This design comes from an exercise in tuning for small area, a short achievable clock period and few clock cycles per item on the open sky130 flow, not from production work. Where RTL was checked, it was by simulation tests only, not by an equivalence proof against the original. No functional check of the RTL was part of run 2.

==> flow/design.v <==
`timescale 1ns / 1ps
module MD5(
    input clk,
    input rst_n,
    input hash_en,
    input rst_en,
    input w_en,
    input [2:0] w_addr,
    input [63:0] w_data,
    input r_addr,
    output wire [63:0] r_data,
    output wire hash_rdy
);
    localparam [31:0] IV_A = 32'h67452301;
    localparam [31:0] IV_B = 32'hefcdab89;
    localparam [31:0] IV_C = 32'h98badcfe;
    localparam [31:0] IV_D = 32'h10325476;
    function [31:0] k;
        input [5:0] idx;
        begin
            case (idx)
                6'd0:  k = 32'hd76aa478; 6'd1:  k = 32'he8c7b756; 6'd2:  k = 32'h242070db; 6'd3:  k = 32'hc1bdceee;
                6'd4:  k = 32'hf57c0faf; 6'd5:  k = 32'h4787c62a; 6'd6:  k = 32'ha8304613; 6'd7:  k = 32'hfd469501;
                6'd8:  k = 32'h698098d8; 6'd9:  k = 32'h8b44f7af; 6'd10: k = 32'hffff5bb1; 6'd11: k = 32'h895cd7be;
                6'd12: k = 32'h6b901122; 6'd13: k = 32'hfd987193; 6'd14: k = 32'ha679438e; 6'd15: k = 32'h49b40821;
                6'd16: k = 32'hf61e2562; 6'd17: k = 32'hc040b340; 6'd18: k = 32'h265e5a51; 6'd19: k = 32'he9b6c7aa;
                6'd20: k = 32'hd62f105d; 6'd21: k = 32'h02441453; 6'd22: k = 32'hd8a1e681; 6'd23: k = 32'he7d3fbc8;
                6'd24: k = 32'h21e1cde6; 6'd25: k = 32'hc33707d6; 6'd26: k = 32'hf4d50d87; 6'd27: k = 32'h455a14ed;
                6'd28: k = 32'ha9e3e905; 6'd29: k = 32'hfcefa3f8; 6'd30: k = 32'h676f02d9; 6'd31: k = 32'h8d2a4c8a;
                6'd32: k = 32'hfffa3942; 6'd33: k = 32'h8771f681; 6'd34: k = 32'h6d9d6122; 6'd35: k = 32'hfde5380c;
                6'd36: k = 32'ha4beea44; 6'd37: k = 32'h4bdecfa9; 6'd38: k = 32'hf6bb4b60; 6'd39: k = 32'hbebfbc70;
                6'd40: k = 32'h289b7ec6; 6'd41: k = 32'heaa127fa; 6'd42: k = 32'hd4ef3085; 6'd43: k = 32'h04881d05;
                6'd44: k = 32'hd9d4d039; 6'd45: k = 32'he6db99e5; 6'd46: k = 32'h1fa27cf8; 6'd47: k = 32'hc4ac5665;
                6'd48: k = 32'hf4292244; 6'd49: k = 32'h432aff97; 6'd50: k = 32'hab9423a7; 6'd51: k = 32'hfc93a039;
                6'd52: k = 32'h655b59c3; 6'd53: k = 32'h8f0ccc92; 6'd54: k = 32'hffeff47d; 6'd55: k = 32'h85845dd1;
                6'd56: k = 32'h6fa87e4f; 6'd57: k = 32'hfe2ce6e0; 6'd58: k = 32'ha3014314; 6'd59: k = 32'h4e0811a1;
                6'd60: k = 32'hf7537e82; 6'd61: k = 32'hbd3af235; 6'd62: k = 32'h2ad7d2bb; default: k = 32'heb86d391;
            endcase
        end
    endfunction
    function [3:0] g;
        input [5:0] idx;
        begin
            case (idx[5:4])
                2'd0: g = idx[3:0];
                2'd1: g = 5 * idx[3:0] + 1;
                2'd2: g = 3 * idx[3:0] + 5;
                default: g = 7 * idx[3:0];
            endcase
        end
    endfunction
    function [31:0] fn;
        input [1:0] grp;
        input [31:0] b, c, d;
        begin
            case (grp)
                2'd0: fn = (b & c) | (~b & d);
                2'd1: fn = (b & d) | (c & ~d);
                2'd2: fn = b ^ c ^ d;
                default: fn = c ^ (b | ~d);
            endcase
        end
    endfunction
    function [31:0] rotl;
        input [31:0] x;
        input [4:0] n;
        begin
            rotl = (x << n) | (x >> (6'd32 - {1'b0, n}));
        end
    endfunction
    function [31:0] add_bk;
        input [31:0] a, b;
        reg [31:0] p, G, P;
        integer l, i;
        begin
            p = a ^ b;
            G = a & b;
            P = p;
            for (l = 0; l < 5; l = l + 1)
                for (i = (2 << l) - 1; i < 32; i = i + (2 << l)) begin
                    G[i] = G[i] | (P[i] & G[i - (1 << l)]);
                    P[i] = P[i] & P[i - (1 << l)];
                end
            for (l = 3; l >= 0; l = l - 1)
                for (i = (3 << l) - 1; i < 32; i = i + (2 << l)) begin
                    G[i] = G[i] | (P[i] & G[i - (1 << l)]);
                    P[i] = P[i] & P[i - (1 << l)];
                end
            add_bk = p ^ {G[30:0], 1'b0};
        end
    endfunction
    function [31:0] bswap;
        input [31:0] x;
        begin
            bswap = {x[7:0], x[15:8], x[23:16], x[31:24]};
        end
    endfunction
    localparam [7:0] TT_F = 8'hca;
    localparam [7:0] TT_G = 8'he4;
    localparam [7:0] TT_H = 8'h96;
    localparam [7:0] TT_I = 8'h39;
    function [7:0] rsel_of;             
        input [5:0] idx;
        begin
            case ({idx[5:4], idx[1:0]})
                4'd0:  rsel_of = {4'b0001, 4'b1000};    
                4'd1:  rsel_of = {4'b0010, 4'b1000};    
                4'd2:  rsel_of = {4'b0100, 4'b1000};    
                4'd3:  rsel_of = {4'b1000, 4'b0100};    
                4'd4:  rsel_of = {4'b0001, 4'b0010};    
                4'd5:  rsel_of = {4'b0010, 4'b0001};    
                4'd6:  rsel_of = {4'b0100, 4'b0001};    
                4'd7:  rsel_of = {4'b1000, 4'b0001};    
                4'd8:  rsel_of = {4'b0001, 4'b0001};    
                4'd9:  rsel_of = {4'b0010, 4'b0100};    
                4'd10: rsel_of = {4'b0100, 4'b0100};    
                4'd11: rsel_of = {4'b1000, 4'b1000};    
                4'd12: rsel_of = {4'b0001, 4'b0100};    
                4'd13: rsel_of = {4'b0010, 4'b0010};    
                4'd14: rsel_of = {4'b0100, 4'b0010};    
                default: rsel_of = {4'b1000, 4'b0010};  
            endcase
        end
    endfunction
    reg busy;
    reg r61, r62, fin;        
    reg [31:0] fr;            
    reg [3:0] rfine, rcoarse;
    reg [5:0] rn;             
    reg [15:0] gn;            
    reg [31:0] B, C, D;
    reg [31:0] P;             
    reg [31:0] ha, hb, hc, hd;
    reg iv;                   
    reg [63:0] slot [0:7];
    wire [31:0] Ha = iv ? IV_A : ha;
    wire [31:0] Hb = iv ? IV_B : hb;
    wire [31:0] Hc = iv ? IV_C : hc;
    wire [31:0] Hd = iv ? IV_D : hd;
    wire [31:0] Z1 = add_bk(r61 ? Ha : r62 ? Hd : Hc, B);
    wire [31:0] Z2 = Hb + B;
    wire [31:0] t = fr + P;
    wire [31:0] r1 = ({32{rfine[0]}} & rotl(t, 5'd4)) | ({32{rfine[1]}} & rotl(t, 5'd5))
                   | ({32{rfine[2]}} & rotl(t, 5'd6)) | ({32{rfine[3]}} & rotl(t, 5'd7));
    wire [31:0] rt = ({32{rcoarse[0]}} & r1) | ({32{rcoarse[1]}} & rotl(r1, 5'd5))
                   | ({32{rcoarse[2]}} & rotl(r1, 5'd10)) | ({32{rcoarse[3]}} & rotl(r1, 5'd16));
    wire [31:0] Bn = (fin ? Z2 : B) + rt;
    wire [7:0] ttn = (rn[5:4] == 2'd0) ? TT_F : (rn[5:4] == 2'd1) ? TT_G :
                     (rn[5:4] == 2'd2) ? TT_H : TT_I;
    reg [31:0] x1, x0;
    integer j;
    always @(*)
        for (j = 0; j < 32; j = j + 1) begin
            x1[j] = ttn[{1'b1, B[j], C[j]}];
            x0[j] = ttn[{1'b0, B[j], C[j]}];
        end
    wire [31:0] fn_busy = (Bn & x1) | (~Bn & x0);
    wire [31:0] B0 = rst_en ? IV_B : Hb;
    wire [31:0] C0 = rst_en ? IV_C : Hc;
    wire [31:0] D0 = rst_en ? IV_D : Hd;
    wire [31:0] fn_start = (B0 & C0) | (~B0 & D0);
    wire byp = ~busy & w_en & (w_addr == 3'd0);
    reg [31:0] wsel;
    always @(*) begin
        wsel = 32'd0;
        for (j = 0; j < 8; j = j + 1)
            wsel = wsel | ({32{gn[2*j]}} & slot[j][63:32]) | ({32{gn[2*j+1]}} & slot[j][31:0]);
    end
    wire [31:0] w_raw = byp ? w_data[63:32] : wsel;
    wire [31:0] An = busy ? D : (rst_en ? IV_A : Ha);
    wire [31:0] Kn = k(rn);
    wire [31:0] Wn = bswap(w_raw);
    wire [31:0] Ps = An ^ Kn ^ Wn;
    wire [31:0] Pc = (An & Kn) | (An & Wn) | (Kn & Wn);
    wire [31:0] Pn = Ps + {Pc[30:0], 1'b0};
    wire [5:0] rn1 = rn + 6'd1;
    reg [15:0] gn1;
    always @(*) begin
        if (rn[3:0] == 4'd15)
            gn1 = (rn[5:4] == 2'd0) ? 16'h0002 : (rn[5:4] == 2'd1) ? 16'h0020 : 16'h0001;
        else case (rn[5:4])
            2'd0: gn1 = {gn[14:0], gn[15]};
            2'd1: gn1 = {gn[10:0], gn[15:11]};
            2'd2: gn1 = {gn[12:0], gn[15:13]};
            default: gn1 = {gn[8:0], gn[15:9]};
        endcase
    end
    always @(posedge clk) begin
        for (j = 0; j < 8; j = j + 1)
            if (~busy & w_en & (w_addr == j))
                slot[j] <= w_data;
        P <= Pn;
        fr <= busy ? fn_busy : fn_start;
        if (busy) begin
            B <= Bn;
            C <= B;
            D <= C;
        end else begin
            B <= B0;
            C <= C0;
            D <= D0;
        end
    end
    always @(posedge clk) begin
        if (r61)
            ha <= Z1;
        if (r62)
            hd <= Z1;
        if (fin) begin
            hc <= Z1;
            hb <= Bn;
        end
    end
    always @(posedge clk or negedge rst_n) begin
        if (~rst_n) begin
            busy <= 1'b0;
            iv <= 1'b1;
            r61 <= 1'b0;
            r62 <= 1'b0;
            fin <= 1'b0;
            {rcoarse, rfine} <= rsel_of(6'd0);
            rn <= 6'd0;
            gn <= 16'h0001;
        end else if (busy) begin
            r61 <= (rn == 6'd61);
            r62 <= (rn == 6'd62);
            fin <= (rn == 6'd63);
            {rcoarse, rfine} <= rsel_of(rn);
            rn <= rn1;
            gn <= gn1;
            if (fin) begin
                busy <= 1'b0;
                iv <= 1'b0;
                rn <= 6'd0;
                gn <= 16'h0001;
            end
        end else if (hash_en) begin
            busy <= 1'b1;
            {rcoarse, rfine} <= rsel_of(6'd0);
            rn <= 6'd1;
            gn <= 16'h0002;
            if (rst_en)
                iv <= 1'b1;
        end
    end
    assign hash_rdy = ~busy;
    assign r_data = r_addr ? {Ha, Hb} : {Hc, Hd};
endmodule
==> flow/flow/run.sh <==
#!/bin/bash
# The standard layout (standard.sh, unchanged synthesis and steps), with a
# larger setup margin for the resizer's timing repair so that it keeps
# working below the 12 ns clock. The SDC and everything else are the standard flow's.
set -euo pipefail
MARGIN=6.3
sed "s/SETUP_SLACK_MARGIN=[0-9.]*/SETUP_SLACK_MARGIN=${MARGIN}/" standard.sh > standard_margin.sh
bash standard_margin.sh > standard.log 2>&1
==> flow/standard.sh <==
#!/bin/bash
# synth_recipe.tcl (not shown) runs the flow's synth.tcl, then flattens the netlist and writes it again
# the make line also repeats each setting of config.mk as NAME=value (left out here)
make -C /OpenROAD-flow-scripts/flow DESIGN_CONFIG=/design/flow/config.mk WORK_HOME=/design/flow/orfs CLKGATE_MAP_FILE= SYNTH_SCRIPT=/design/flow/synth_recipe.tcl "${@:-finish}"
==> flow/config.mk <==
export PLATFORM = sky130hd
export DESIGN_NAME = MD5
export DESIGN_NICKNAME = MD5
export VERILOG_FILES = /design/flow/design.v
export SDC_FILE = /design/flow/constraint.sdc
export NUM_CORES = 4
export LEC_CHECK = 0
export ABC_AREA = 1
export CAP_MARGIN = 20
export CORE_MARGIN = 2
export CORE_UTILIZATION = 55
export CTS_BUF_LIST = sky130_fd_sc_hd__clkbuf_16
export CTS_CLUSTER_DIAMETER = 100
export CTS_CLUSTER_SIZE = 20
export SETUP_SLACK_MARGIN = 5
export SLEW_MARGIN = 20
==> flow/constraint.sdc <==
create_clock -name core_clock -period 12.0 [get_ports {clk}]
set_input_delay 2.4000 -clock core_clock [delete_from_list [all_inputs] [get_ports {clk}]]
set_output_delay 2.4000 -clock core_clock [all_outputs]
set_load 0.01 [all_outputs]
==> flow_summary.yaml, run 1 <==
timing:
  hold_viol_final: 0
  fin_skew_ns: 0.05564
  period_needed_ns: 5.917
  setup_slack_ns: 6.083
  finalSetupTns_ns: 0
  max_freq_ghz: 0.1690
  period_share: 0.4931
  worst_slew_pin_slew_ns: 1.126
  rsz0062_at_grt: "true"
  slew_viol_final: 0
  setup_viol: 0
  whs_ns: 0.5470
  relSlewSlack: 0.2415
grt:
  globalRouteTotalUtil: 0.3913
  top_usage_layer: "met2"
  grt_use_met1: 0.5225
  grt_overflow_total: 0
  met2_usage: 0.6063
  antenna_found_initial: 6
  grt_pass1_vias: 38160
  met3_usage: 0.08117
  grt_pass1_wl_um: 252400
  grt_max_degree: 102
placement:
  dp_cells: 6336
  detailedPlacementHpwl_um: 120100
  gp_congestion: 1.001
  placed_area_mm2: 0.04956
  io_buffers: 137
  pre_cts_ws_ns: 4.546
setup_path:
  timing.rr.start: "rn[5]"
  cp_top_family: "buffers and inverters"
  required_ns: 9.60
  path_class: "in -> out"
  critical_path.cell_chain: "buf_16 > o21ai_0 > clkdlybuf4s50_1"
  startpoint_type: "primary input"
  cp-startpoint: "r_addr"
  cp_slowest_stage_delay_ns: 0.62
  worstPathArrival_ns: 3.52
  worstPathMaxFanout: 13
  slowest_stage: "clkdlybuf4s50_1"
  cp_num_buf_inv: 2
  cp-end-kind: "primary output"
finish:
  synthToLayoutAreaGrowth_pct: 12.63
  post-route-cell-area_mm2: 0.05271
  fin_util: 0.6278
  drive_gt1_frac: 0.09817
  fillers: 7161
  instances_no_fill: 6506
  design.final.nets: 5633
route:
  via_count: 41430
  antenna_left: 0
  drc: 0
  finalWirelength_um: 176400
  wl_per_cell_um: 27.11
  detail_route.vias_per_cell: 6.368
  initialDrtViolationCount: 5103
  first_pass_iters: 9
floorplanning:
  io_pins: 138
  initial_core_util: 0.5575
  die_w_um: 295.7
  coreArea_mm2: 0.08395
  die_y_um: 295.7
  die_area_mm2: 0.08744
  core.rowCount: 106
synth:
  ys_seq_area_frac: 0.4979
  syn_nets: 5552
  synth-async-reset-ratio: 0.04192
  synth_flop_cell: "edfxtp_1"
  ys_seq_elements: 835
  synth_top_cell_area_share: 0.4107
  synth-warning-count: 2
  mappedNetlistArea_mm2: 0.04680
  yosys.area.top_type: "edfxtp_1"
  synth_cell_types: 65
  synth_cells: 5245
  synth_edf_count: 640
  synth_area_per_cell_um2: 8.923
  synth_area_leaders: "edfxtp_1 41%, nand2_1 9.0%, dfxtp_1 6.8%"
clocking:
  cts_buffers: 50
  htree_num_levels: 2
  clk_pin_slew_ns: 0.09
  cts_tree: "yes"
  ctsLongestPathBuffers: 3
  cts.sinks: 835
  cts-hold-fix-buffers: 0
  clock_latency_ns: 0.68
  cts_root_buf: "clkbuf_16"
outcome:
  status: "complete, no violations"
worst_hold_path:
  holdCritPathClass: "reg -> reg"
  hold_path_startpoint: "hc[6]"
job:
  drv_cap: 0
==> layer usage <==
metal	part of all wire	up-vias
met2	0.44	2530
met1	0.39	19870
met4	0.058	10
met3	0.11	452
met5	0.00035	-
li1	-	18570
==> path summary, 6_finish.rpt <==
| kind | end | slack (ns) | depth (start not counted) |
|---|---|---|---|
| hold reg to reg | fr[6] | 0.55 | 2 |
| setup reg to reg | P[28] | 6.38 | 17 |
| hold / removal | fr[6] | 0.55 | 2 |
| max in group asynchronous | fin | 9.38 | 1 |
| setup / recovery | r_data[50] | 6.08 | 3 |
| min in group asynchronous | busy | 1.91 | 1 |
==> worst reg2reg max path: cells and delay by family (launching register included) <==
family          cells  cell delay, ns
xor+xnor            1            0.16
simple gates        5            0.52
compound gates      4            1.52
buf+inv             5            2.05
fa+ha+maj           2            0.92
flops               1            0.33
==> final cells by class <==
| type | count | area (um2) | area share |
|---|---|---|---|
| timing repair buffer | 286 | 2846 | 0.05400 |
| multi-input combinational | 3617 | 21510 | 0.4081 |
| sequential | 835 | 23340 | 0.4428 |
| antenna | 4 | 10.01 | 0.0001899 |
| tap | 1134 | 1419 | 0.02692 |
| inverter | 536 | 2056 | 0.03900 |
| clock buffer | 50 | 1251 | 0.02374 |
| clock inverter | 44 | 276.5 | 0.005246 |
==> registers in the layout (all words and copies together) (netlist names) <==
name     count
slot       512
B           32
C           32
D           32
P           32
fr          32
ha          32
hb          32
hc          32
hd          32
gn          16
rn           6
rcoarse      4
rfine        4
busy         1
fin          1
iv           1
r61          1
r62          1
==> layout by cell type (no fill, tap or decap), types with 48 or more instances in the layout <==
cell and count:
nand4_1 80, a21oi_1 319, edfxtp_1 640, dfxtp_1 160
nand2_1 1108, a221oi_1 87, clkbuf_16 58, buf_4 123
xnor2_1 53, nor2_1 349, clkdlybuf4s50_1 68, nand3_1 227
inv_1 543, o211ai_1 52, o21ai_0 450, ha_1 162
a22oi_1 48, xor2_1 56, o22ai_1 53
==> synth_stat cells (80+ instances only) <==
cell / instances
clkbuf_1: 206
nor2_1: 363
o21ai_0: 509
inv_1: 520
dfxtp_1: 160
nand3_1: 228
ha_1: 183
a221oi_1: 89
edfxtp_1: 640
nand4_1: 80
nand2_1: 1125
a21oi_1: 336
==> what timing repair did <==
| item | in CTS | in global routing |
|---|---|---|
| gates resized for setup | 267 | 214 |
| pin swaps | 26 | 36 |
| gates cloned | 6 | 8 |
| setup buffers | 22 | 36 |
| hold endpoints to repair | 0 | 0 |
| endpoints found under the setup margin | 140 | 128 |
==> logic make-up (layout without fill, tap and decap cells) <==
logic type               count (synthesis)  count (layout)  share of synthesized area
AND/OR/NAND/NOR                       1907            1907                     0.1695
AO/OA/AOI/OAI                         1360            1360                     0.1763
flip-flops                             835             835                     0.4979
buffers and inverters                  793             916                    0.06374
adder cells (fa/ha/maj)                234             234                    0.07074
XOR/XNOR                               116             116                    0.02187
other                                    0               4                          0
Testbench counts, summed over its fixed seeds: cycles 27,648, blocks 384.
==> inputs of run 2 (changes only) <==
--- a/flow/design.v
+++ b/flow/design.v
@@ -38,29 +38,6 @@
             endcase
         end
     endfunction
-    function [3:0] g;
-        input [5:0] idx;
-        begin
-            case (idx[5:4])
-                2'd0: g = idx[3:0];
-                2'd1: g = 5 * idx[3:0] + 1;
-                2'd2: g = 3 * idx[3:0] + 5;
-                default: g = 7 * idx[3:0];
-            endcase
-        end
-    endfunction
-    function [31:0] fn;
-        input [1:0] grp;
-        input [31:0] b, c, d;
-        begin
-            case (grp)
-                2'd0: fn = (b & c) | (~b & d);
-                2'd1: fn = (b & d) | (c & ~d);
-                2'd2: fn = b ^ c ^ d;
-                default: fn = c ^ (b | ~d);
-            endcase
-        end
-    endfunction
     function [31:0] rotl;
         input [31:0] x;
         input [4:0] n;
@@ -138,13 +115,12 @@
     wire [31:0] Hc = iv ? IV_C : hc;
     wire [31:0] Hd = iv ? IV_D : hd;
     wire [31:0] Z1 = add_bk(r61 ? Ha : r62 ? Hd : Hc, B);
-    wire [31:0] Z2 = Hb + B;
     wire [31:0] t = fr + P;
     wire [31:0] r1 = ({32{rfine[0]}} & rotl(t, 5'd4)) | ({32{rfine[1]}} & rotl(t, 5'd5))
                    | ({32{rfine[2]}} & rotl(t, 5'd6)) | ({32{rfine[3]}} & rotl(t, 5'd7));
     wire [31:0] rt = ({32{rcoarse[0]}} & r1) | ({32{rcoarse[1]}} & rotl(r1, 5'd5))
                    | ({32{rcoarse[2]}} & rotl(r1, 5'd10)) | ({32{rcoarse[3]}} & rotl(r1, 5'd16));
-    wire [31:0] Bn = (fin ? Z2 : B) + rt;
+    wire [31:0] Bn = B + rt;
     wire [7:0] ttn = (rn[5:4] == 2'd0) ? TT_F : (rn[5:4] == 2'd1) ? TT_G :
                      (rn[5:4] == 2'd2) ? TT_H : TT_I;
     reg [31:0] x1, x0;
@@ -154,11 +130,13 @@
             x1[j] = ttn[{1'b1, B[j], C[j]}];
             x0[j] = ttn[{1'b0, B[j], C[j]}];
         end
-    wire [31:0] fn_busy = (Bn & x1) | (~Bn & x0);
     wire [31:0] B0 = rst_en ? IV_B : Hb;
     wire [31:0] C0 = rst_en ? IV_C : Hc;
     wire [31:0] D0 = rst_en ? IV_D : Hd;
     wire [31:0] fn_start = (B0 & C0) | (~B0 & D0);
+    wire [31:0] y1 = busy ? x1 : fn_start;
+    wire [31:0] y0 = busy ? x0 : fn_start;
+    wire [31:0] frd = (Bn & y1) | (~Bn & y0);
     wire byp = ~busy & w_en & (w_addr == 3'd0);
     reg [31:0] wsel;
     always @(*) begin
@@ -167,9 +145,9 @@
             wsel = wsel | ({32{gn[2*j]}} & slot[j][63:32]) | ({32{gn[2*j+1]}} & slot[j][31:0]);
     end
     wire [31:0] w_raw = byp ? w_data[63:32] : wsel;
-    wire [31:0] An = busy ? D : (rst_en ? IV_A : Ha);
-    wire [31:0] Kn = k(rn);
-    wire [31:0] Wn = bswap(w_raw);
+    wire [31:0] An = busy ? (fin ? Hb : D) : (rst_en ? IV_A : Ha);
+    wire [31:0] Kn = fin ? B : k(rn);
+    wire [31:0] Wn = fin ? rt : bswap(w_raw);
     wire [31:0] Ps = An ^ Kn ^ Wn;
     wire [31:0] Pc = (An & Kn) | (An & Wn) | (Kn & Wn);
     wire [31:0] Pn = Ps + {Pc[30:0], 1'b0};
@@ -190,7 +168,7 @@
             if (~busy & w_en & (w_addr == j))
                 slot[j] <= w_data;
         P <= Pn;
-        fr <= busy ? fn_busy : fn_start;
+        fr <= frd;
         if (busy) begin
             B <= Bn;
             C <= B;
@@ -208,7 +186,7 @@
             hd <= Z1;
         if (fin) begin
             hc <= Z1;
-            hb <= Bn;
+            hb <= Pn;
         end
     end
     always @(posedge clk or negedge rst_n) begin
==> flow/flow/run.sh (replaced) <==
#!/bin/bash
# The standard layout (standard.sh, unchanged synthesis and steps), with a
# larger setup margin for the resizer's timing repair so that it keeps
# working below the 12 ns clock, and plain buffers (buf_2) as the port
# buffers that buffer_ports inserts. The SDC and everything else are the standard flow's.
set -euo pipefail
MARGIN=6.3
export BUFFER_PORTS_ARGS="-buffer_cell sky130_fd_sc_hd__buf_2"
sed "s/SETUP_SLACK_MARGIN=[0-9.]*/SETUP_SLACK_MARGIN=${MARGIN}/" standard.sh > standard_margin.sh
bash standard_margin.sh > standard.log 2>&1
==> run 2 against run 1 <==
Sequential share of layout area grew 1.8 points. Register-to-register slack lost 0.27 ns. Highest routed layer unchanged. Synthesized cell count shrank 3.6%. Cell count shrank 4.3%. Non-clock buffer count shrank 16. First-iteration DRC count grew 7.7%. Die area shrank 1.8%. Still clean.
==> flow_summary.yaml, run 2 <==
outcome:
  status: "complete, no violations"
finish:
  design.final.nets: 5388
  instances_no_fill: 6226
  mostFrequentLayoutCell: "nand2_1"
  synthToLayoutAreaGrowth_pct: 10.30
  fillers: 7011
  top_register: "slot"
  layout_common_cells: "1043 x nand2_1, 640 x edfxtp_1, 484 x inv_1"
  largest_reg_flops: 512
  drive_gt1_frac: 0.1131
synth:
  mappedNetlistArea_mm2: 0.04594
  synth_edf_count: 640
  synth_flop_cell: "edfxtp_1"
  synth_top_cell_area_share: 0.4184
  synth_cell_types: 68
  yosysMostFrequentCell: "nand2_1"
  synth_area_leaders: "edfxtp_1 42%, nand2_1 8.6%, dfxtp_1 7.0%"
  synth-async-reset-ratio: 0.04192
  yosys.area.top_type: "edfxtp_1"
  synth_area_per_cell_um2: 9.084
  synth_cells: 5057
  ys_seq_area_frac: 0.5073
  ys_seq_elements: 835
  synth-warning-count: 2
  synth_commonest_cells: "1058 x nand2_1, 640 x edfxtp_1, 458 x inv_1"
  syn_nets: 5332
grt:
  grt_overflow_total: 0
  grt_pass1_wl_um: 261200
  globalRouteTotalUtil: 0.4174
  grt_max_degree: 64
  antenna_found_initial: 6
  grt_pass1_vias: 37920
floorplanning:
  io_pins: 138
  die_y_um: 293
  die_area_mm2: 0.08585
  core.rowCount: 105
  coreArea_mm2: 0.08237
  initial_core_util: 0.5577
  die_w_um: 293
route:
  via_count: 40920
  detail_route.vias_per_cell: 6.573
  initialDrtViolationCount: 5495
  finalWirelength_um: 183100
  wl_per_cell_um: 29.41
  drc: 0
  antenna_left: 0
  first_pass_iters: 9
clocking:
  cts_buffers: 50
  cts_tree: "yes"
  ctsLongestPathBuffers: 3
  clock_latency_ns: 0.68
  cts.sinks: 835
  cts_root_buf: "clkbuf_16"
  cts-hold-fix-buffers: 0
  clk_pin_slew_ns: 0.10
  htree_num_levels: 2
placement:
  pre_cts_ws_ns: 4.425
  io_buffers: 137
  detailedPlacementHpwl_um: 127100
  dp_cells: 6067
  gp_congestion: 1.041
worst_hold_path:
  holdCritPathClass: "reg -> reg"
setup_path:
  worstPathMaxFanout: 10
  worstPathArrival_ns: 6.30
  cp_slowest_stage_delay_ns: 0.54
  startpoint_type: "flip-flop"
  required_ns: 12.41
  reg2reg_slack_ns: 6.11
  cp_num_buf_inv: 3
  slowest_stage: "dfrtp_2"
  cp-end-kind: "flip-flop"
  path_class: "reg -> reg"
  cp_top_family: "compound AO/OA/AOI/OAI gates"
  cp_common_cell: "nand2_1"
timing:
  rsz0062_at_grt: "true"
  setup_slack_ns: 6.109
  worst_slew_pin_slew_ns: 1.109
  setup_viol: 0
  period_needed_ns: 5.891
  slew_viol_final: 0
  finalSetupTns_ns: 0
  relSlewSlack: 0.2596
  hold_viol_final: 0
  fin_skew_ns: 0.05432
  max_freq_ghz: 0.1697
  period_share: 0.4909
job:
  drv_cap: 0
==> run 2: layout make-up <==
class                           count  area, um2  area share
Sequential cell                   835      23340      0.4606
Timing Repair Buffer              270       1933     0.03815
Clock buffer                       51       1276     0.02519
Timing Repair inverter              1      7.507   0.0001482
Clock inverter                     43      262.8    0.005186
Multi-Input combinational cell   3480      20710      0.4087
Inverter                          475       1803     0.03558
Tap cell                         1070       1339     0.02642
Antenna cell                        1      2.502  0.00004939
==> run 2: cell families after synthesis <==
family	count (synthesis)	share of synthesized area
AND/OR/NAND/NOR	1830	0.1671
AO/OA/AOI/OAI	1360	0.1848
flip-flops	835	0.5073
buffers and inverters	743	0.06096
adder cells (fa/ha/maj)	202	0.06319
XOR/XNOR	85	0.01621
multiplexers	2	0.0004630
==> run 2: path summary, 6_finish.rpt <==
| kind | from | to | depth (start not counted) |
|---|---|---|---|
| max | rn[0] | hb[27] | 25 |
| min | hc[9] | C[9] | 2 |
| max reg2reg | rn[0] | hb[27] | 25 |
| min reg2reg | hc[9] | C[9] | 2 |
| max in group asynchronous | rst_n | fin | 1 |
| min in group asynchronous | rst_n | gn[14] | 1 |
==> run 2: per-stage QoR <==
step                utilization  instance area, um2  hold slack (ns)
floorplan                     -               46060           0.4792
global placement         0.5789               47690           0.5083
detailed placement       0.5789               47690           0.5232
CTS                      0.6072               50020           0.5442
global route             0.6151               50670           0.5899
finish                   0.6151               50670           0.5432
==> run 2: worst register-to-register path, stage by stage, from the launching register on <==
cell	delay [ns]
dfrtp_2	0.54
inv_1	0.43
ha_2	0.44
nand2_2	0.23
inv_1	0.22
nor2_2	0.27
o21ai_0	0.32
a21oi_1	0.24
a31oi_1	0.08
mux2i_2	0.42
o21ai_0	0.18
fa_1	0.50
ha_1	0.37
nand2_1	0.09
inv_1	0.05
a21oi_2	0.18
o21ai_2	0.07
nand2_1	0.09
nand2_2	0.09
nand3_2	0.11
nand2_1	0.11
a21boi_2	0.22
o21ai_2	0.09
nand2_1	0.07
nand2_1	0.07
xor2_2	0.16
==> run 2: per-layer routing <==
metal  GRT usage  part of all wire
met5           0           0.00023
met1      0.5243              0.37
met2      0.6557              0.45
met3     0.07784             0.097
met4      0.2902             0.083
==> run 2: timing repair <==
item,4_1_cts,5_1_grt
buffers inserted,29,27
pin swaps,24,36
resized for setup,134,102
gates cloned,7,1
endpoints found under the setup margin,143,85
==> inputs of run 3 (changes only) <==
--- a/flow/design.v
+++ b/flow/design.v
@@ -101,6 +101,7 @@
     endfunction
     reg busy;
     reg r61, r62, fin;        
+    reg last;                 
     reg [31:0] fr;            
     reg [3:0] rfine, rcoarse;
     reg [5:0] rn;             
@@ -114,7 +115,7 @@
     wire [31:0] Hb = iv ? IV_B : hb;
     wire [31:0] Hc = iv ? IV_C : hc;
     wire [31:0] Hd = iv ? IV_D : hd;
-    wire [31:0] Z1 = add_bk(r61 ? Ha : r62 ? Hd : Hc, B);
+    wire [31:0] Z1 = add_bk(r61 ? Ha : r62 ? Hd : fin ? Hc : Hb, B);
     wire [31:0] t = fr + P;
     wire [31:0] r1 = ({32{rfine[0]}} & rotl(t, 5'd4)) | ({32{rfine[1]}} & rotl(t, 5'd5))
                    | ({32{rfine[2]}} & rotl(t, 5'd6)) | ({32{rfine[3]}} & rotl(t, 5'd7));
@@ -145,9 +146,9 @@
             wsel = wsel | ({32{gn[2*j]}} & slot[j][63:32]) | ({32{gn[2*j+1]}} & slot[j][31:0]);
     end
     wire [31:0] w_raw = byp ? w_data[63:32] : wsel;
-    wire [31:0] An = busy ? (fin ? Hb : D) : (rst_en ? IV_A : Ha);
-    wire [31:0] Kn = fin ? B : k(rn);
-    wire [31:0] Wn = fin ? rt : bswap(w_raw);
+    wire [31:0] An = busy ? D : (rst_en ? IV_A : Ha);
+    wire [31:0] Kn = k(rn);
+    wire [31:0] Wn = bswap(w_raw);
     wire [31:0] Ps = An ^ Kn ^ Wn;
     wire [31:0] Pc = (An & Kn) | (An & Wn) | (Kn & Wn);
     wire [31:0] Pn = Ps + {Pc[30:0], 1'b0};
@@ -184,10 +185,10 @@
             ha <= Z1;
         if (r62)
             hd <= Z1;
-        if (fin) begin
+        if (fin)
             hc <= Z1;
-            hb <= Pn;
-        end
+        if (last)
+            hb <= Z1;
     end
     always @(posedge clk or negedge rst_n) begin
         if (~rst_n) begin
@@ -196,6 +197,7 @@
             r61 <= 1'b0;
             r62 <= 1'b0;
             fin <= 1'b0;
+            last <= 1'b0;
             {rcoarse, rfine} <= rsel_of(6'd0);
             rn <= 6'd0;
             gn <= 16'h0001;
@@ -206,7 +208,8 @@
             {rcoarse, rfine} <= rsel_of(rn);
             rn <= rn1;
             gn <= gn1;
-            if (fin) begin
+            last <= fin;
+            if (last) begin
                 busy <= 1'b0;
                 iv <= 1'b0;
                 rn <= 6'd0;
--- a/flow/config.mk
+++ b/flow/config.mk
@@ -11,6 +11,6 @@
 export CORE_UTILIZATION = 55
 export CTS_BUF_LIST = sky130_fd_sc_hd__clkbuf_16
 export CTS_CLUSTER_DIAMETER = 100
-export CTS_CLUSTER_SIZE = 20
+export CTS_CLUSTER_SIZE = 24
 export SETUP_SLACK_MARGIN = 5
 export SLEW_MARGIN = 20
==> run 3 against run 2 <==
Non-clock buffer count is 17 lower. Sequential share of layout area is 0.60 points higher. Still clean on timing, DRC and antenna. Count of clock-buffer cells in the layout is 8 lower. Critical path depth is 22 lower. Wire length is 5.9% lower. First-iteration DRC count is 4.7% higher. Area after synthesis is 0.80% lower. Register-to-register slack better by 0.22 ns. Fmax is 1.9% higher.
==> flow_summary.yaml, run 3 <==
finish:
  design.final.nets: 5352
  layout_common_cells: "1084 x nand2_1, 640 x edfxtp_1, 496 x inv_1"
  fin_util: 0.6101
  mostFrequentLayoutCell: "nand2_1"
  instances_no_fill: 6189
  drive_gt1_frac: 0.1129
  top_register: "slot"
  synthToLayoutAreaGrowth_pct: 9.932
  largest_reg_flops: 512
  post-route-cell-area_mm2: 0.05009
route:
  via_count: 39820
  detail_route.vias_per_cell: 6.434
  antenna_left: 0
  initialDrtViolationCount: 5755
  drc: 0
  wl_per_cell_um: 27.85
  finalWirelength_um: 172400
  first_pass_iters: 6
grt:
  grt_overflow_total: 0
  grt_max_degree: 65
  antenna_found_initial: 21
  grt_pass1_wl_um: 247700
  grt_pass1_vias: 36250
  globalRouteTotalUtil: 0.3950
synth:
  synth-warning-count: 2
  synth_edf_count: 640
  synthAdderAreaFrac: 0.06370
  mappedNetlistArea_mm2: 0.04557
  synth_area_leaders: "edfxtp_1 42%, nand2_1 9.0%, dfxtp_1 7.0%"
  synth_flop_cell: "edfxtp_1"
  synthXorXnorAreaFrac: 0.01785
  ys_seq_elements: 836
  yosys.area.top_type: "edfxtp_1"
  synth-async-reset-ratio: 0.04306
  syn_nets: 5310
  synth_cells: 5035
  synth_cell_types: 69
  synth_area_per_cell_um2: 9.050
  synthSimpleGateAreaFrac: 0.1687
  synth_commonest_cells: "1096 x nand2_1, 640 x edfxtp_1, 478 x inv_1"
  synth_compound_area_frac: 0.1754
  ys_seq_area_frac: 0.5119
  yosysMostFrequentCell: "nand2_1"
  synth_top_family_by_area: "compound AO/OA/AOI/OAI gates"
  muxShareOfSynthArea: 0.0004393
  synth_top_cell_area_share: 0.4218
timing:
  finalSetupTns_ns: 0
  period_needed_ns: 5.779
  relSlewSlack: 0.1868
  rsz0062_at_grt: "true"
  max_freq_ghz: 0.1731
  hold_viol_final: 0
  setup_viol: 0
  setup_slack_ns: 6.221
  period_share: 0.4815
  fin_skew_ns: 0.03494
  worst_slew_pin_slew_ns: 1.207
  slew_viol_final: 0
placement:
  gp_congestion: 1.013
  detailedPlacementHpwl_um: 118600
  dp_cells: 6062
  placed_area_mm2: 0.04730
  pre_cts_ws_ns: 4.432
  io_buffers: 137
clocking:
  htree_num_levels: 2
  cts_tree: "yes"
  cts_buffers: 43
  clk_pin_slew_ns: 0.10
  cts_root_buf: "clkbuf_16"
  clock_latency_ns: 0.66
  ctsLongestPathBuffers: 3
  cts.sinks: 836
setup_path:
  startpoint_type: "primary input"
  worstPathMaxFanout: 10
  timing.rr.start: "rn[0]"
  slowest_stage: "o21ai_1"
  cp_slowest_stage_delay_ns: 0.47
  critical_path.cell_chain: "bufbuf_16 > o21ai_1 > buf_2"
  cp-startpoint: "r_addr"
  required_ns: 9.60
  reg2reg_slack_ns: 6.33
  worstPathArrival_ns: 3.38
  path_class: "in -> out"
  cp-end-kind: "primary output"
job:
  drv_cap: 0
floorplanning:
  core.rowCount: 105
  initial_core_util: 0.5550
  coreArea_mm2: 0.08211
  die_w_um: 291.8
  io_pins: 138
  die_area_mm2: 0.08517
  die_y_um: 291.8
worst_hold_path:
  holdCritPathClass: "reg -> reg"
  hold_path_startpoint: "hc[29]"
outcome:
  status: "complete, no violations"
-- run 3: metal layers --
metal,global-route usage,up-vias,part of all wire
li1,-,17750,-
met1,0.5653,19090,0.41
met2,0.5772,2540,0.42
met3,0.1069,421,0.13
met4,0.1429,20,0.043
met5,0,-,0.00073
-- run 3: final cells by class --
| class | count | area (um2) |
|---|---|---|
| Multi-Input combinational cell | 3449 | 20270 |
| Timing Repair inverter | 1 | 16.27 |
| Inverter | 493 | 1893 |
| Clock inverter | 37 | 276.5 |
| Clock buffer | 43 | 1076 |
| Timing Repair Buffer | 253 | 1828 |
| Sequential cell | 836 | 23370 |
| Tap cell | 1070 | 1339 |
| Antenna cell | 7 | 17.52 |
| Fill cell | 7033 | 32020 |
-- run 3: kinds of logic (layout without fill, tap and decap cells) --
group / Yosys count / count (layout)
adders and majority gates: 202 / 202
other: 0 / 7
xor gates and xnor gates: 92 / 92
AOI/OAI and AO/OA: 1305 / 1305
and+or+nand+nor: 1848 / 1848
muxes: 2 / 2
buffers and inverters: 750 / 827
DFF: 836 / 836
-- run 3: through the flow --
step | hold WS, ns
5_1_grt | 0.5686
6_report | 0.5453
3_5_place_dp | 0.5169
3_3_place_gp | 0.5159
2_1_floorplan | 0.4792
4_1_cts | 0.5390
-- run 3: worst paths after layout --
check | end | depth (start not counted)
setup / recovery | r_data[4] | 3
hold / removal | C[29] | 2
setup reg to reg | P[22] | 21
hold reg to reg | C[29] | 2
max in group asynchronous | busy | 2
min in group asynchronous | rfine[0] | 2
-- run 3: worst max-delay path, delay by kind of cell --
family,cells,cell delay (ns)
AO/OA/AOI/OAI,1,0.47
buffers and inverters,2,0.50
-- run 3: repair_timing --
item	4_1_cts	5_1_grt
setup buffers	16	17
endpoints found under the setup margin	112	95
cloned	6	1
endpoints found under the hold margin	0	0
gates resized for setup	120	131
pin swaps	14	22
hold buffers	0	0
Testbench counts of run 3, summed over its fixed seeds: cycles 28,032, blocks 384.
==> inputs of run 4 (changes only) <==
--- a/flow/config.mk
+++ b/flow/config.mk
@@ -11,6 +11,6 @@
 export CORE_UTILIZATION = 55
 export CTS_BUF_LIST = sky130_fd_sc_hd__clkbuf_16
 export CTS_CLUSTER_DIAMETER = 100
-export CTS_CLUSTER_SIZE = 24
+export CTS_CLUSTER_SIZE = 20
 export SETUP_SLACK_MARGIN = 5
 export SLEW_MARGIN = 20
==> run 4 against run 3 <==
Global-route usage grew 0.13 points. Worst hold slack lost 0.0088 ns. Clock skew grew 0.033 ns. Design area up 0.66%. First-iteration DRC count increased by 2.8%. Cell count increased by 0.31%. Die area did not move. Utilization up 0.40 points. Wire length is 0.18% higher. Synthesized cell count did not move. Critical path depth unchanged. Critical endpoint unchanged.
==> flow_summary.yaml, run 4 <==
job:
  drv_cap: 0
finish:
  largest_reg_flops: 512
  mostFrequentLayoutCell: "nand2_1"
  design.final.nets: 5365
  drive_gt1_frac: 0.1157
  post-route-cell-area_mm2: 0.05042
  layout_common_cells: "1080 x nand2_1, 640 x edfxtp_1, 504 x inv_1"
  top_register: "slot"
  synthToLayoutAreaGrowth_pct: 10.66
setup_path:
  path_class: "in -> out"
  worstPathMaxFanout: 10
  worstPathArrival_ns: 3.37
  cp-startpoint: "r_addr"
  timing.rr.start: "rn[2]"
  required_ns: 9.60
  cp-end-kind: "primary output"
  startpoint_type: "primary input"
placement:
  io_buffers: 137
  detailedPlacementHpwl_um: 118600
  gp_congestion: 1.013
  placed_area_mm2: 0.04730
outcome:
  status: "complete, no violations"
synth:
  synth_cell_types: 69
  yosysMostFrequentCell: "nand2_1"
  synth_top_cell_area_share: 0.4218
  synth_commonest_cells: "1096 x nand2_1, 640 x edfxtp_1, 478 x inv_1"
  ys_seq_elements: 836
  syn_nets: 5310
  synth_flop_cell: "edfxtp_1"
  synth_area_per_cell_um2: 9.050
  synth_edf_count: 640
  mappedNetlistArea_mm2: 0.04557
  synth-async-reset-ratio: 0.04306
  synth_cells: 5035
  synth-warning-count: 2
  synth_area_leaders: "edfxtp_1 42%, nand2_1 9.0%, dfxtp_1 7.0%"
  ys_seq_area_frac: 0.5119
  yosys.area.top_type: "edfxtp_1"
route:
  antenna_left: 0
  detail_route.vias_per_cell: 6.435
  initialDrtViolationCount: 5916
  drc: 0
  finalWirelength_um: 172700
  via_count: 39950
  wl_per_cell_um: 27.81
  first_pass_iters: 7
timing:
  setup_viol: 0
  relSlewSlack: 0.2185
  period_share: 0.4809
  rsz0062_at_grt: "true"
  period_needed_ns: 5.771
  worst_slew_pin_slew_ns: 1.160
  max_freq_ghz: 0.1733
  fin_skew_ns: 0.06832
  slew_viol_final: 0
  hold_viol_final: 0
  finalSetupTns_ns: 0
  whs_ns: 0.5365
worst_hold_path:
  hold_path_startpoint: "hc[26]"
  holdCritPathClass: "reg -> reg"
floorplanning:
  die_w_um: 291.8
  initial_core_util: 0.5550
  coreArea_mm2: 0.08211
  die_y_um: 291.8
  die_area_mm2: 0.08517
  core.rowCount: 105
  io_pins: 138
grt:
  antenna_found_initial: 18
  grt_max_degree: 65
  grt_overflow_total: 0
  globalRouteTotalUtil: 0.3964
  grt_pass1_vias: 36340
  grt_pass1_wl_um: 248500
clocking:
  cts-hold-fix-buffers: 0
  cts.sinks: 836
  clk_pin_slew_ns: 0.09
  ctsLongestPathBuffers: 3
  cts_buffers: 50
  htree_num_levels: 2
  clock_latency_ns: 0.68
  cts_root_buf: "clkbuf_16"
  cts_tree: "yes"
==> run 4: cell counts after synthesis <==
Identical to the previous run, type by type.
==> run 4: cells by family after synthesis <==
kind of cell	synth area share
muxes	0.0004393
buffers and inverters	0.06195
xor gates and xnor gates	0.01785
and+or+nand+nor	0.1687
AOI/OAI and AO/OA	0.1754
adders and majority gates	0.06370
DFF	0.5119
==> run 4: layout make-up <==
type,count,area [um2]
fill,7010,31690
sequential,836,23370
multi-input combinational,3449,20310
timing repair buffer,259,1919
inverter,493,1894
tap,1070,1339
clock buffer,50,1251
clock inverter,44,310.3
timing repair inverter,1,16.27
antenna,6,15.01
==> run 4: final timing paths <==
kind / to / slack (ns) / cells after the start
max in group asynchronous: r62 / 9.70 / 2
min in group asynchronous: gn[15] / 1.82 / 2
max: r_data[4] / 6.23 / 3
min: C[26] / 0.54 / 2
max reg2reg: P[25] / 6.31 / 24
min reg2reg: C[26] / 0.54 / 2
==> run 4: what timing repair did <==
action | CTS | global route
pin swaps | 15 | 32
gates cloned | 6 | 2
endpoints found under the setup margin | 110 | 89
buffers inserted | 16 | 22
gates resized for setup | 127 | 131
==> run 4: per-stage QoR <==
step	setup WS, ns	util	instances
final	6.229	0.6141	6208
after CTS	6.300	0.6035	6178
after global routing	6.206	0.6140	6204
after floorplan	6.112	-	5035
after detailed placement	4.432	0.5761	6062
after global placement	4.517	0.5761	6062
==> run 4: per-layer routing <==
| layer | part of all wire | vias up | global-route usage |
|---|---|---|---|
| met1 | 0.40 | 19110 | 0.5701 |
| met3 | 0.13 | 424 | 0.1033 |
| met4 | 0.043 | 14 | 0.1401 |
| li1 | - | 17760 | - |
| met5 | 0.0012 | - | 0.01021 |
| met2 | 0.42 | 2641 | 0.5794 |
==> run 4: worst max-delay path, cell delays in order <==
cell and delay, ns:
bufbuf_16 0.26, o21ai_1 0.46, buf_2 0.24
==> inputs of run 5 (changes only) <==
--- a/flow/design.v
+++ b/flow/design.v
@@ -102,7 +102,7 @@
     reg busy;
     reg r61, r62, fin;        
     reg last;                 
-    reg [31:0] fr;            
+    reg [7:0] tt;             
     reg [3:0] rfine, rcoarse;
     reg [5:0] rn;             
     reg [15:0] gn;            
@@ -116,28 +116,20 @@
     wire [31:0] Hc = iv ? IV_C : hc;
     wire [31:0] Hd = iv ? IV_D : hd;
     wire [31:0] Z1 = add_bk(r61 ? Ha : r62 ? Hd : fin ? Hc : Hb, B);
-    wire [31:0] t = fr + P;
+    reg [31:0] f;
+    integer j;
+    always @(*)
+        for (j = 0; j < 32; j = j + 1)
+            f[j] = tt[{B[j], C[j], D[j]}];
+    wire [31:0] t = f + P;
     wire [31:0] r1 = ({32{rfine[0]}} & rotl(t, 5'd4)) | ({32{rfine[1]}} & rotl(t, 5'd5))
                    | ({32{rfine[2]}} & rotl(t, 5'd6)) | ({32{rfine[3]}} & rotl(t, 5'd7));
     wire [31:0] rt = ({32{rcoarse[0]}} & r1) | ({32{rcoarse[1]}} & rotl(r1, 5'd5))
                    | ({32{rcoarse[2]}} & rotl(r1, 5'd10)) | ({32{rcoarse[3]}} & rotl(r1, 5'd16));
     wire [31:0] Bn = B + rt;
-    wire [7:0] ttn = (rn[5:4] == 2'd0) ? TT_F : (rn[5:4] == 2'd1) ? TT_G :
-                     (rn[5:4] == 2'd2) ? TT_H : TT_I;
-    reg [31:0] x1, x0;
-    integer j;
-    always @(*)
-        for (j = 0; j < 32; j = j + 1) begin
-            x1[j] = ttn[{1'b1, B[j], C[j]}];
-            x0[j] = ttn[{1'b0, B[j], C[j]}];
-        end
     wire [31:0] B0 = rst_en ? IV_B : Hb;
     wire [31:0] C0 = rst_en ? IV_C : Hc;
     wire [31:0] D0 = rst_en ? IV_D : Hd;
-    wire [31:0] fn_start = (B0 & C0) | (~B0 & D0);
-    wire [31:0] y1 = busy ? x1 : fn_start;
-    wire [31:0] y0 = busy ? x0 : fn_start;
-    wire [31:0] frd = (Bn & y1) | (~Bn & y0);
     wire byp = ~busy & w_en & (w_addr == 3'd0);
     reg [31:0] wsel;
     always @(*) begin
@@ -169,7 +161,6 @@
             if (~busy & w_en & (w_addr == j))
                 slot[j] <= w_data;
         P <= Pn;
-        fr <= frd;
         if (busy) begin
             B <= Bn;
             C <= B;
@@ -199,6 +190,7 @@
             fin <= 1'b0;
             last <= 1'b0;
             {rcoarse, rfine} <= rsel_of(6'd0);
+            tt <= TT_F;
             rn <= 6'd0;
             gn <= 16'h0001;
         end else if (busy) begin
@@ -206,6 +198,12 @@
             r62 <= (rn == 6'd62);
             fin <= (rn == 6'd63);
             {rcoarse, rfine} <= rsel_of(rn);
+            case (rn[5:4])
+                2'd0: tt <= TT_F;
+                2'd1: tt <= TT_G;
+                2'd2: tt <= TT_H;
+                default: tt <= TT_I;
+            endcase
             rn <= rn1;
             gn <= gn1;
             last <= fin;
@@ -218,6 +216,7 @@
         end else if (hash_en) begin
             busy <= 1'b1;
             {rcoarse, rfine} <= rsel_of(6'd0);
+            tt <= TT_F;
             rn <= 6'd1;
             gn <= 16'h0002;
             if (rst_en)
==> run 5 against run 4 <==
Critical endpoint is now r_data[10]. Sequential share of layout area down 0.36 points. Design area shrank 1.1%. Register-to-register slack is essentially flat. Synthesized cell count down 4.9%.
==> flow_summary.yaml, run 5 <==
outcome:
  status: "complete, no violations"
finish:
  synthToLayoutAreaGrowth_pct: 12.71
  fin_util: 0.6231
  top_register: "slot"
  design.final.nets: 5130
  post-route-cell-area_mm2: 0.04986
  mostFrequentLayoutCell: "nand2_1"
  layout_common_cells: "994 x nand2_1, 640 x edfxtp_1, 494 x inv_1"
  register_area_mm2: 0.02293
  multi_input_area_mm2: 0.02027
  largest_reg_flops: 512
  fillers: 6832
  drive_gt1_frac: 0.1436
  instances_no_fill: 5947
floorplanning:
  die_area_mm2: 0.08272
  io_pins: 138
  die_w_um: 287.6
  coreArea_mm2: 0.08003
  initial_core_util: 0.5528
  die_y_um: 287.6
  core.rowCount: 104
placement:
  pre_cts_ws_ns: 5.042
  io_buffers: 137
  detailedPlacementHpwl_um: 114200
  gp_congestion: 1.020
  placed_area_mm2: 0.04609
  dp_cells: 5806
route:
  drc: 0
  first_pass_iters: 9
  antenna_left: 0
  finalWirelength_um: 166100
  initialDrtViolationCount: 5068
  wl_per_cell_um: 27.94
  via_count: 38260
  detail_route.vias_per_cell: 6.434
synth:
  synth_cells: 4786
  synth_flop_cell: "edfxtp_1"
  mappedNetlistArea_mm2: 0.04424
  synth_cell_types: 67
  synth_commonest_cells: "1027 x nand2_1, 640 x edfxtp_1, 481 x inv_1"
  synth_area_leaders: "edfxtp_1 43%, nand2_1 8.7%, dfxtp_1 5.8%"
  synth_area_per_cell_um2: 9.243
  yosys.area.top_type: "edfxtp_1"
  ys_seq_elements: 812
  synth-warning-count: 2
  synth-async-reset-ratio: 0.05419
  ys_seq_area_frac: 0.5175
  synth_edf_count: 640
  yosysMostFrequentCell: "nand2_1"
  synth_top_cell_area_share: 0.4344
  syn_nets: 5062
setup_path:
  slowest_stage: "o21ai_0"
  worstPathMaxFanout: 28
  path_class: "in -> out"
  critical_path.cell_chain: "buf_16 > clkbuf_16 > o21ai_0 > buf_2"
  required_ns: 9.60
  cp-end-kind: "primary output"
  cp_num_buf_inv: 3
  cp_top_family: "buffers and inverters"
  worstPathArrival_ns: 3.41
  startpoint_type: "primary input"
  cp_slowest_stage_delay_ns: 0.42
grt:
  met2_usage: 0.6024
  met3_usage: 0.07781
  grt_pass1_vias: 35110
  grt_pass1_wl_um: 236800
  grt_use_met1: 0.5148
  top_usage_layer: "met2"
  grt_overflow_total: 0
  globalRouteTotalUtil: 0.3902
  antenna_found_initial: 5
  grt_max_degree: 70
clocking:
  cts-hold-fix-buffers: 0
  htree_num_levels: 2
  cts_buffers: 47
  cts.sinks: 812
  cts_tree: "yes"
  ctsLongestPathBuffers: 3
  clk_pin_slew_ns: 0.09
  clock_latency_ns: 0.65
  cts_root_buf: "clkbuf_16"
timing:
  whs_ns: 0.5475
  relSlewSlack: 0.2889
  hold_viol_final: 0
  slew_viol_final: 0
  max_freq_ghz: 0.1720
  period_share: 0.4846
  setup_viol: 0
  fin_skew_ns: 0.04295
  finalSetupTns_ns: 0
  worst_slew_pin_slew_ns: 1.067
  period_needed_ns: 5.815
  rsz0062_at_grt: "true"
  setup_slack_ns: 6.185
job:
  drv_cap: 0
worst_hold_path:
  holdCritPathClass: "reg -> reg"
## run 5: cell count changes after synthesis, sizes merged, moves of 23 or more
cell    previous run  this run
a31oi             41        64
o21ai            461       388
o211ai            59        35
o22ai             80       116
nand2           1123      1046
nor2             381       288
dfxtp            160       128
## run 5: repair_timing
item                       in CTS  in global routing
gates cloned                    4                  3
pin swaps                      13                 85
buffers inserted                5                 47
resized for setup             154                222
setup endpoints to repair      98                 64
## run 5: worst paths after layout
| check | from | to | slack [ns] | cells past startpoint |
|---|---|---|---|---|
| setup reg to reg | tt[3] | B[30] | 6.32 | 33 |
| setup / recovery | r_addr | r_data[10] | 6.19 | 4 |
| hold reg to reg | C[24] | D[24] | 0.55 | 2 |
| hold / removal | C[24] | D[24] | 0.55 | 2 |
| max in group asynchronous | rst_n | busy | 9.58 | 2 |
| min in group asynchronous | rst_n | gn[11] | 1.90 | 2 |
## run 5: cell families (layout without fill, tap and decap cells)
group                    Yosys count  after routing  share of synthesized area
AND/OR/NAND/NOR                 1673           1673                     0.1594
flip-flops                       812            812                     0.5175
other                              0              5                          0
XOR/XNOR                          68             68                    0.01363
adder cells (fa/ha/maj)          203            203                    0.06590
buffers and inverters            745            841                    0.06335
AO/OA/AOI/OAI                   1285           1285                     0.1802
## run 5: area by class of cell
cell class / instances / area share
Antenna cell: 5 / 0.0002509
Clock inverter: 29 / 0.003739
Inverter: 500 / 0.03809
Sequential cell: 812 / 0.4599
Timing Repair Buffer: 264 / 0.04078
Clock buffer: 48 / 0.02409
Tap cell: 1060 / 0.02660
Multi-Input combinational cell: 3229 / 0.4066
## run 5: layer usage
| metal | wire (um) | up-vias |
|---|---|---|
| li1 | - | 17090 |
| met1 | 63120 | 18340 |
| met2 | 74050 | 2317 |
| met3 | 17260 | 514 |
| met4 | 11710 | 2 |
| met5 | 13 | - |
## run 5: tightest hold or removal path, stage by stage (launching register included)
cell     delay [ns]
dfxtp_1        0.32
inv_1          0.10
o22ai_1        0.08
Testbench counts of run 5, summed over its fixed seeds: cycles 28,032, blocks 384.
==> inputs of run 6 (changes only) <==
--- a/flow/flow/run.sh
+++ b/flow/flow/run.sh
@@ -4,7 +4,7 @@
 # working below the 12 ns clock, and plain buffers (buf_2) as the port
 # buffers that buffer_ports inserts. The SDC and everything else are the standard flow's.
 set -euo pipefail
-MARGIN=6.3
+MARGIN=6.4
 export BUFFER_PORTS_ARGS="-buffer_cell sky130_fd_sc_hd__buf_2"
 sed "s/SETUP_SLACK_MARGIN=[0-9.]*/SETUP_SLACK_MARGIN=${MARGIN}/" standard.sh > standard_margin.sh
 bash standard_margin.sh > standard.log 2>&1
==> run 6 against run 5 <==
Via count grew 0.79%. Largest cell class unchanged. Non-clock buffer count grew 25. Sequential share of layout area shrank 0.77 points.
==> flow_summary.yaml, run 6 <==
placement:
  gp_congestion: 1.011
  io_buffers: 137
  detailedPlacementHpwl_um: 112000
  pre_cts_ws_ns: 4.977
clocking:
  clock_latency_ns: 0.66
  cts_buffers: 49
  cts_root_buf: "clkbuf_16"
  ctsLongestPathBuffers: 3
  cts.sinks: 812
  cts_tree: "yes"
  htree_num_levels: 2
  clk_pin_slew_ns: 0.10
timing:
  period_needed_ns: 5.681
  setup_viol: 0
  setup_slack_ns: 6.319
  finalSetupTns_ns: 0
  worst_slew_pin_slew_ns: 1.149
  slew_viol_final: 0
  rsz0062_at_grt: "true"
  relSlewSlack: 0.2340
  hold_viol_final: 0
  max_freq_ghz: 0.1760
  fin_skew_ns: 0.06825
  period_share: 0.4734
grt:
  antenna_found_initial: 4
  grt_pass1_vias: 35180
  globalRouteTotalUtil: 0.3907
  grt_overflow_total: 0
  grt_pass1_wl_um: 237000
  grt_max_degree: 65
synth:
  synth_top_cell_area_share: 0.4344
  synth_cell_types: 67
  ys_seq_area_frac: 0.5175
  synth_flop_cell: "edfxtp_1"
  synth_cells: 4786
  mappedNetlistArea_mm2: 0.04424
  synth-async-reset-ratio: 0.05419
  synth_area_leaders: "edfxtp_1 43%, nand2_1 8.7%, dfxtp_1 5.8%"
  syn_nets: 5062
  synth_commonest_cells: "1027 x nand2_1, 640 x edfxtp_1, 481 x inv_1"
  synth_edf_count: 640
  yosysMostFrequentCell: "nand2_1"
  synth_area_per_cell_um2: 9.243
  synth-warning-count: 2
  yosys.area.top_type: "edfxtp_1"
  ys_seq_elements: 812
setup_path:
  path_class: "in -> out"
  timing.rr.start: "tt[0]"
  worstPathArrival_ns: 3.28
  reg2reg_slack_ns: 6.44
  startpoint_type: "primary input"
  required_ns: 9.60
  r2r_end: "B[28]"
  rr_worst_depth: 30
  cp-end-kind: "primary output"
  worstPathMaxFanout: 6
worst_hold_path:
  holdCritPathClass: "reg -> reg"
  hold-path-endpoint: "D[7]"
  hold_path_startpoint: "C[7]"
  min_path_cells: 2
route:
  wl_per_cell_um: 28.18
  initialDrtViolationCount: 5326
  antenna_left: 0
  first_pass_iters: 9
  via_count: 38570
  detail_route.vias_per_cell: 6.455
  finalWirelength_um: 168300
  drc: 0
finish:
  multi_input_area_mm2: 0.02063
  mostFrequentLayoutCell: "nand2_1"
  drive_gt1_frac: 0.1588
  synthToLayoutAreaGrowth_pct: 14.61
  layout_common_cells: "982 x nand2_1, 640 x edfxtp_1, 490 x inv_1"
  register_area_mm2: 0.02293
  fin_util: 0.6336
  fillers: 6684
  top_register: "slot"
  design.final.nets: 5158
  largest_reg_flops: 512
floorplanning:
  coreArea_mm2: 0.08003
  initial_core_util: 0.5528
  core.rowCount: 104
  die_y_um: 287.6
  io_pins: 138
  die_w_um: 287.6
  die_area_mm2: 0.08272
outcome:
  status: "complete, no violations"
job:
  drv_cap: 0
[run 6: cells by family after synthesis]
family / count (synthesis) / synth area share
buffers and inverters: 745 / 0.06335
DFF: 812 / 0.5175
AOI/OAI and AO/OA: 1285 / 0.1802
and+or+nand+nor: 1673 / 0.1594
xor gates and xnor gates: 68 / 0.01363
adders and majority gates: 203 / 0.06590
[run 6: metrics by stage]
step	cell area [um2]	hold WS, ns	instances
floorplan	44450	0.4928	4786
global placement	46060	0.5191	5802
detailed placement	46060	0.5247	5802
CTS	48610	0.5312	5901
global route	50700	0.5648	5973
finish	50700	0.5398	5974
[run 6: final cells by class]
type	instances	area share
clock buffer	49	0.02418
antenna	1	0.00004935
inverter	500	0.03862
tap	1060	0.02616
sequential	812	0.4522
multi-input combinational	3229	0.4068
timing repair buffer	289	0.04686
clock inverter	33	0.004861
timing repair inverter	1	0.0002221
[run 6: worst max path at each step]
stage	cells past startpoint	start	to	slack, ns
2_1_floorplan	25	w_en	P[25]	5.54
3_3_place_gp	24	w_en	P[18]	5.03
3_5_place_dp	24	w_en	P[18]	4.98
4_1_cts	6	r_addr	r_data[46]	6.34
5_1_grt	32	tt[4]	B[30]	6.28
6_report	5	r_addr	r_data[37]	6.32
[run 6: worst max-delay path: stages]
cell and delay, ns:
buf_16 0.14, buf_4 0.18, nand3_1 0.08, o21ai_1 0.26, buf_2 0.22
[run 6: timing repair]
item	in CTS	in global routing
pin swaps	10	97
cloned	8	9
resized for setup	185	297
endpoints found under the setup margin	116	79
setup buffers	9	63
hold buffers	0	0
[run 6: routing by layer]
metal / vias up / GRT usage / wire length [um]
met3: 505 / 0.09247 / 18420
li1: 17160 / - / -
met5: - / 0 / 23
met1: 18620 / 0.5203 / 64740
met4: 4 / 0.2003 / 10960
met2: 2270 / 0.5975 / 74200

[separate check: timing with driven ports]
Ports are ideal in the flow. The routed layouts listed here were re-timed in OpenROAD.
Step 1 assumes that a clkbuf_16 drives the clock port and a buf_2 every other input.
Step 2 also shifts input and output timing later by t, the mid clock arrival at the registers, as if the neighbouring blocks saw the same clock.
Three values: no drivers, after step 1, after step 2; two values: the first two.
run	shift t [ns]	setup slack, ns	hold slack, ns	worst register clock-pin slew, ns
run 1	0.725	6.083 / 5.975 / 5.793	0.547 / 0.547 / 0.547	0.10 / 0.10
run 2	0.727	6.109 / 6.109 / 5.517	0.543 / 0.543 / 0.543	0.10 / 0.10
run 3	0.715	6.221 / 6.076 / 5.680	0.545 / 0.545 / 0.545	0.11 / 0.11
run 4	0.722	6.229 / 6.092 / 5.704	0.536 / 0.536 / 0.536	0.09 / 0.09
run 5	0.696	6.185 / 6.078 / 5.754	0.547 / 0.547 / 0.547	0.11 / 0.11
run 6	0.699	6.319 / 6.115 / 5.822	0.540 / 0.540 / 0.540	0.10 / 0.10
After both steps every run listed still meets setup and hold. For run 2, which loses most, drivers alone change the setup slack by 0.000 ns; drivers and shift together by -0.592 ns.
